What follows belongs to an exercise in optimizing a design on an open flow for small area, a short achievable clock period and few clock cycles; a production flow would make more cautious choices.
Function was checked by simulation only, so behaviour that the tests miss may differ from the original.

===== flow/config.mk =====
export PLATFORM = sky130hd
export DESIGN_NAME = MDU
export DESIGN_NICKNAME = MDU
export VERILOG_FILES = /design/flow/design.v
export SDC_FILE = /design/flow/constraint.sdc
export NUM_CORES = 4
export LEC_CHECK = 0
export CAP_MARGIN = 20
export CORE_MARGIN = 2
export CORE_UTILIZATION = 40
export SLEW_MARGIN = 20

===== flow/constraint.sdc =====
create_clock -name core_clock -period 100.0 [get_ports {clk}]
set_input_delay 20.0000 -clock core_clock [delete_from_list [all_inputs] [get_ports {clk}]]
set_output_delay 20.0000 -clock core_clock [all_outputs]
set_load 0.01 [all_outputs]

===== flow/design.v =====
module MDU (
	clk, rst_n,
	A, B, Op, C, D,
	ack, req
);
	input clk, rst_n;
	input  [0:32-1] 	A;
	input  [0:32-1] 	B;
	input  [0:3-1]  	Op;
	output [0:32-1] 	C;
	output [0:4-1]	D;
	input req;
	output ack;
	wire [31:0] a_in  = A;
	wire [31:0] b_in  = B;
	wire [2:0]  op_in = Op;
	reg        busy, prep;
	reg [2:0]  cnt;
	reg        op_div, op_sgn, op_hi, op_u;
	reg        negq, qm1, eq_r;
	reg [31:0] X, Q;
	reg [32:0] R;
	wire last  = (cnt == 3'd0);
	wire dneg  = op_sgn & X[31];
	wire [32:0] x33 = {op_sgn & X[31], X};
	wire [34:0] x1  = {{2{x33[32]}}, x33};
	wire [34:0] x2  = {x33[32], x33, 1'b0};
	wire [7:0] mb = (op_u & last) ? 8'd0 : Q[7:0];
	reg  [32:0] rrow;
	reg  [34:0] opa, opb;
	reg  [35:0] sum;
	reg  [3:0]  qb;
	reg  [7:0]  pl;
	reg         one, two, ng, blo;
	integer i;
	always @(*) begin
		rrow = R;
		qb = 4'd0;
		pl = 8'd0;
		for (i = 0; i < 4; i = i + 1) begin
			if (op_div) begin
				opa = {rrow[32], rrow, Q[31-i]};
				one = 1'b1;
				two = 1'b0;
				ng  = ~(rrow[32] ^ dneg);
			end else begin
				opa = {{2{rrow[32]}}, rrow};
				blo = (i == 0) ? qm1 : mb[2*i-1];
				one = mb[2*i] ^ blo;
				two = (mb[2*i+1] & ~mb[2*i] & ~blo) | (~mb[2*i+1] & mb[2*i] & blo);
				ng  = mb[2*i+1];
			end
			opb = ({35{one}} & x1) | ({35{two}} & x2);
			sum = {opa, 1'b1} + {opb ^ {35{ng}}, ng};
			if (op_div) begin
				rrow = sum[33:1];
				qb[3-i] = ~sum[33];
			end else begin
				rrow = sum[35:3];
				pl[2*i +: 2] = sum[2:1];
			end
		end
	end
	wire [31:0] qdiv   = {Q[27:0], qb};
	wire [31:0] neg_in = prep ? Q : qdiv;
	wire [31:0] neg_o  = -neg_in;
	wire [31:0] absA   = (op_sgn & Q[31]) ? neg_o : Q;
	wire [31:0] T      = dneg ? ~X : X;
	function [2:0] lzb;   
		input [31:0] v;
		begin
			if (|v[31:24])      lzb = 3'd0;
			else if (|v[23:16]) lzb = 3'd1;
			else if (|v[15:8])  lzb = 3'd2;
			else if (|v[7:0])   lzb = 3'd3;
			else                lzb = 3'd4;
		end
	endfunction
	wire [2:0] lza = lzb(absA);
	wire [2:0] lzt = lzb(T);
	wire [3:0] sb_raw = 4'd3 + {1'b0, lza} - {1'b0, lzt};   
	wire [2:0] sb = sb_raw[3] ? 3'd0 : (sb_raw[2:0] > 3'd4 ? 3'd4 : sb_raw[2:0]);
	reg [32:0] r_prep;
	reg [31:0] q_prep;
	always @(*) begin
		case (sb)
			3'd0: begin r_prep = 33'd0;                 q_prep = absA; end
			3'd1: begin r_prep = {25'd0, absA[31:24]};  q_prep = {absA[23:0], 8'd0}; end
			3'd2: begin r_prep = {17'd0, absA[31:16]};  q_prep = {absA[15:0], 16'd0}; end
			3'd3: begin r_prep = {9'd0,  absA[31:8]};   q_prep = {absA[7:0], 24'd0}; end
			default: begin r_prep = {1'b0, absA};       q_prep = 32'd0; end
		endcase
	end
	reg [31:0] q_calc;
	always @(*) begin
		if (prep)
			q_calc = q_prep;
		else if (op_div)
			q_calc = (last & negq) ? neg_o : qdiv;
		else if (last & op_hi)
			q_calc = op_u ? {rrow[23:0], pl} : rrow[31:0];
		else
			q_calc = {pl, Q[31:8]};
	end
	always @(posedge clk) begin
		if (req) begin
			X <= op_in[2] ? b_in : a_in;
			Q <= op_in[2] ? a_in : b_in;
			R <= 33'd0;
			qm1 <= 1'b0;
			op_div <= op_in[2];
			op_sgn <= (op_in == 3'd1) | (op_in == 3'd3) | (op_in == 3'd4);
			op_hi  <= (op_in == 3'd1) | (op_in == 3'd2);
			op_u   <= (op_in == 3'd2);
			cnt    <= (op_in == 3'd2) ? 3'd4 : 3'd3;
		end else begin
			Q <= q_calc;
			R <= prep ? r_prep : rrow;
			qm1 <= Q[7];
			eq_r <= (q_calc == 32'd0);
			if (prep) begin
				negq <= op_sgn & (Q[31] ^ X[31]);
				cnt  <= {(3'd3 - sb[1:0]), 1'b1};
			end else
				cnt <= cnt - 3'd1;
		end
	end
	always @(posedge clk or negedge rst_n) begin
		if (~rst_n) begin
			busy <= 1'b0;
			prep <= 1'b0;
		end else if (req) begin
			busy <= 1'b1;
			prep <= op_in[2];
		end else begin
			prep <= 1'b0;
			if (prep ? (sb == 3'd4) : last)
				busy <= 1'b0;
		end
	end
	assign ack = ~busy;
	assign C = Q;
	assign D = {1'b0, Q[31], ~Q[31] & ~eq_r, eq_r};
endmodule

===== flow/run.sh =====
#!/bin/bash
# synth_recipe.tcl (not shown) runs the flow's synth.tcl, then flattens the netlist and writes it again
# the make line also repeats each setting of config.mk as NAME=value (left out here)
make -C /OpenROAD-flow-scripts/flow DESIGN_CONFIG=/design/flow/config.mk WORK_HOME=/design/flow/orfs CLKGATE_MAP_FILE= SYNTH_SCRIPT=/design/flow/synth_recipe.tcl finish

==> impl_metrics.json <==
{
  "period_minus_slack_ps": 24120,
  "cts_tree": "built",
  "grt_use_total": 0.417,
  "syn_nets": 3399,
  "cts_setup_buffers": 0,
  "max_stage_delay_ps": 770,
  "finalWorstSetupSlack_ps": 75880,
  "synth_ff_type": "dfxtp_1",
  "cts_buffers": 9,
  "vias": 26400,
  "critPathKind": "reg2reg",
  "place_congestion": 1.08,
  "rsz0062_at_grt": "no",
  "antenna_found_initial": 4,
  "portBuffers": 105,
  "die_h_um": 241,
  "core_area_mm2": 0.0553,
  "fin_nets": 3358,
  "grt_pass1_wl_mm": 175,
  "hp-class": "reg2reg",
  "period_share": 0.241,
  "synth-seq-cells": 109,
  "grt_max_degree": 88,
  "synth_area_leaders": "ha_1 8.0%, xnor2_1 7.5%, dfxtp_1 6.1%",
  "cts.repair.resized": 0,
  "finalHoldViolations": 0,
  "yosysUniqueCellTypes": 96,
  "status": "complete, no violations",
  "synth_top_area_share": 0.0795,
  "cp-start-kind": "register",
  "critical_path.endpoint_type": "register",
  "utilization": 0.446,
  "clock_path_buffers": 2,
  "cts-root-buf": "clkbuf_16",
  "worst_pin_slew_ps": 1180,
  "cts_max_level": 3,
  "drv_slew": 0,
  "max_freq_ghz": 0.0415,
  "start_util": 0.407,
  "io_pins": 107,
  "postCtsHoldBufs": 0,
  "dr.pass1.iters": 8,
  "yosys_warnings": 1,
  "wl_per_cell_um": 32.0,
  "syn-mean-instance-area_um2": 7.06,
  "syn2layout_area_growth_pct": 9.72,
  "synth_edf_count": 38,
  "routed_wl_mm": 125,
  "arrival_ps": 24370,
  "required_ps": 100250,
  "drc": 0,
  "die_w_um": 241,
  "die_area_mm2": 0.0582,
  "slew_headroom": 0.209,
  "cts_sinks": 109,
  "clock_latency_ps": 410,
  "syn_area_mm2": 0.0225,
  "slowest_stage": "nor3_1",
  "grt_pass1_vias": 24800,
  "dp_slack_ps": 76570,
  "synth_common_cells": "319 x nand2_1, 256 x a21oi_1, 239 x nor2_1, 198 x clkbuf_1, 192 x xnor2_1",
  "setup-violations-final": 0,
  "synthArstFlopShare": 0.0183,
  "fin_setup_tns_ps": 0,
  "drive_above_1_share": 0.0962,
  "placementRows": 86,
  "antenna_left": 0,
  "hpwl_mm": 97.2,
  "drtIter0Drc": 3286,
  "yosysSeqAreaShare": 0.114,
  "yosysTopAreaCell": "ha_1",
  "grt-ovfl-total": 0,
  "synth_most_common_cell": "nand2_1",
  "clkTransAtPathRegs_ps": 110,
  "maxCapViolCount": 0,
  "clock_skew_ps": 34.6,
  "syn-instance-count": 3185,
  "vias_per_cell": 6.77,
  "worstPathMaxFanout": 74
}
[cell usage in the layout, fill, tap and decap left out, types with 30 or more instances in the layout]
cell type	instances
o21ai_0	173
ha_1	143
nand2b_1	30
a211oi_1	52
nand2_1	318
buf_4	109
nor4_1	30
mux2i_1	63
xor2_1	115
a21oi_1	254
xnor2_1	192
dfxtp_1	69
nor3_1	92
nand3_1	77
nor2b_1	40
nor2_1	235
inv_1	71
edfxtp_1	38
a31oi_1	33
nand4_1	54
mux2_2	107
clkdlybuf4s50_1	103
and3_1	33
a22oi_1	134
a21o_1	84
[flip-flops by register name, summed over array words and instances, names as in the netlist]
| signal | flops |
|---|---|
| Q | 32 |
| R | 33 |
| X | 32 |
| busy | 1 |
| cnt | 3 |
| eq_r | 1 |
| negq | 1 |
| op_div | 1 |
| op_hi | 1 |
| op_sgn | 1 |
| op_u | 1 |
| prep | 1 |
| qm1 | 1 |
[routing by layer]
layer  vias up  routed length, µm  track usage
met5         -                 46            0
met4         6              11200        0.324
li1      11800                  -            -
met1     12700              49000        0.518
met2      1531              53000        0.637
met3       372              11600       0.0772
[critical path, delay by kind of cell (launching register included)]
kind | cells | cell delay [ps]
xor+xnor | 5 | 1160
compound gates | 32 | 8320
fa+ha+maj | 7 | 2740
simple gates | 34 | 8620
buf+inv | 7 | 2630
flops | 1 | 370
[path summary, 6_finish.rpt]
check | from | end | slack, ps | depth (start not counted)
max | op_div$_DFFE_PP_ | eq_r$_DFFE_PN_ | 75880 | 85
min | cnt[0]$_DFF_P_ | cnt[0]$_DFF_P_ | 480 | 1
max reg2reg | op_div$_DFFE_PP_ | eq_r$_DFFE_PN_ | 75880 | 85
min reg2reg | cnt[0]$_DFF_P_ | cnt[0]$_DFF_P_ | 480 | 1
max in group asynchronous | rst_n | prep$_DFF_PN0_ | 80110 | 1
min in group asynchronous | rst_n | busy$_DFFE_PN0P_ | 19740 | 1
[per-stage QoR]
stage	hold slack [ps]	instances	area [µm²]
global route	503	3897	24700
floorplan	417	3185	22500
detailed placement	452	3881	24400
CTS	467	3897	24700
finish	476	3899	24700
global placement	429	3880	24300
[layout make-up]
cell class	count	area, µm²
fill	5832	30600
sequential	109	2580
inverter	76	288
antenna	2	5.00
tap	748	936
multi-input combinational	2734	18700
clock inverter	7	96.3
clock buffer	9	225
timing repair buffer	214	1870
[logic make-up after synthesis]
logic type / share of synthesized area
multiplexers: 0.0820
AO/OA/AOI/OAI: 0.321
buffers and inverters: 0.0586
adder cells (fa/ha/maj): 0.0804
other: 0.000167
flip-flops: 0.114
AND/OR/NAND/NOR: 0.224
XOR/XNOR: 0.120
Testbench counts, summed over its fixed seeds: cycles 16,078.

what the ideal ports hide:
The flow's constraints put no driver on any port. The routed layout listed below was extracted and timed again, unchanged, in two steps. Step 1, drivers: a clkbuf_16 drives clk and a buf_2 each remaining input, both assumed. Step 2 moves the port delays by t, midway between the first and last clock arrival at a register: inputs arrive t later, outputs are due t later. That takes back most of the time a late clock gives input paths. Slacks: ideal / step 1 / step 2; pairs: ideal / step 1.
t, ns: 0.440
setup slack, ns: 75.877 / 75.877 / 75.877
latest minus earliest clock arrival (ns): 0.035 / 0.034
After both steps this run still meets setup and hold. For this run, drivers alone change the setup slack by 0.000 ns; drivers and shift together by 0.000 ns.
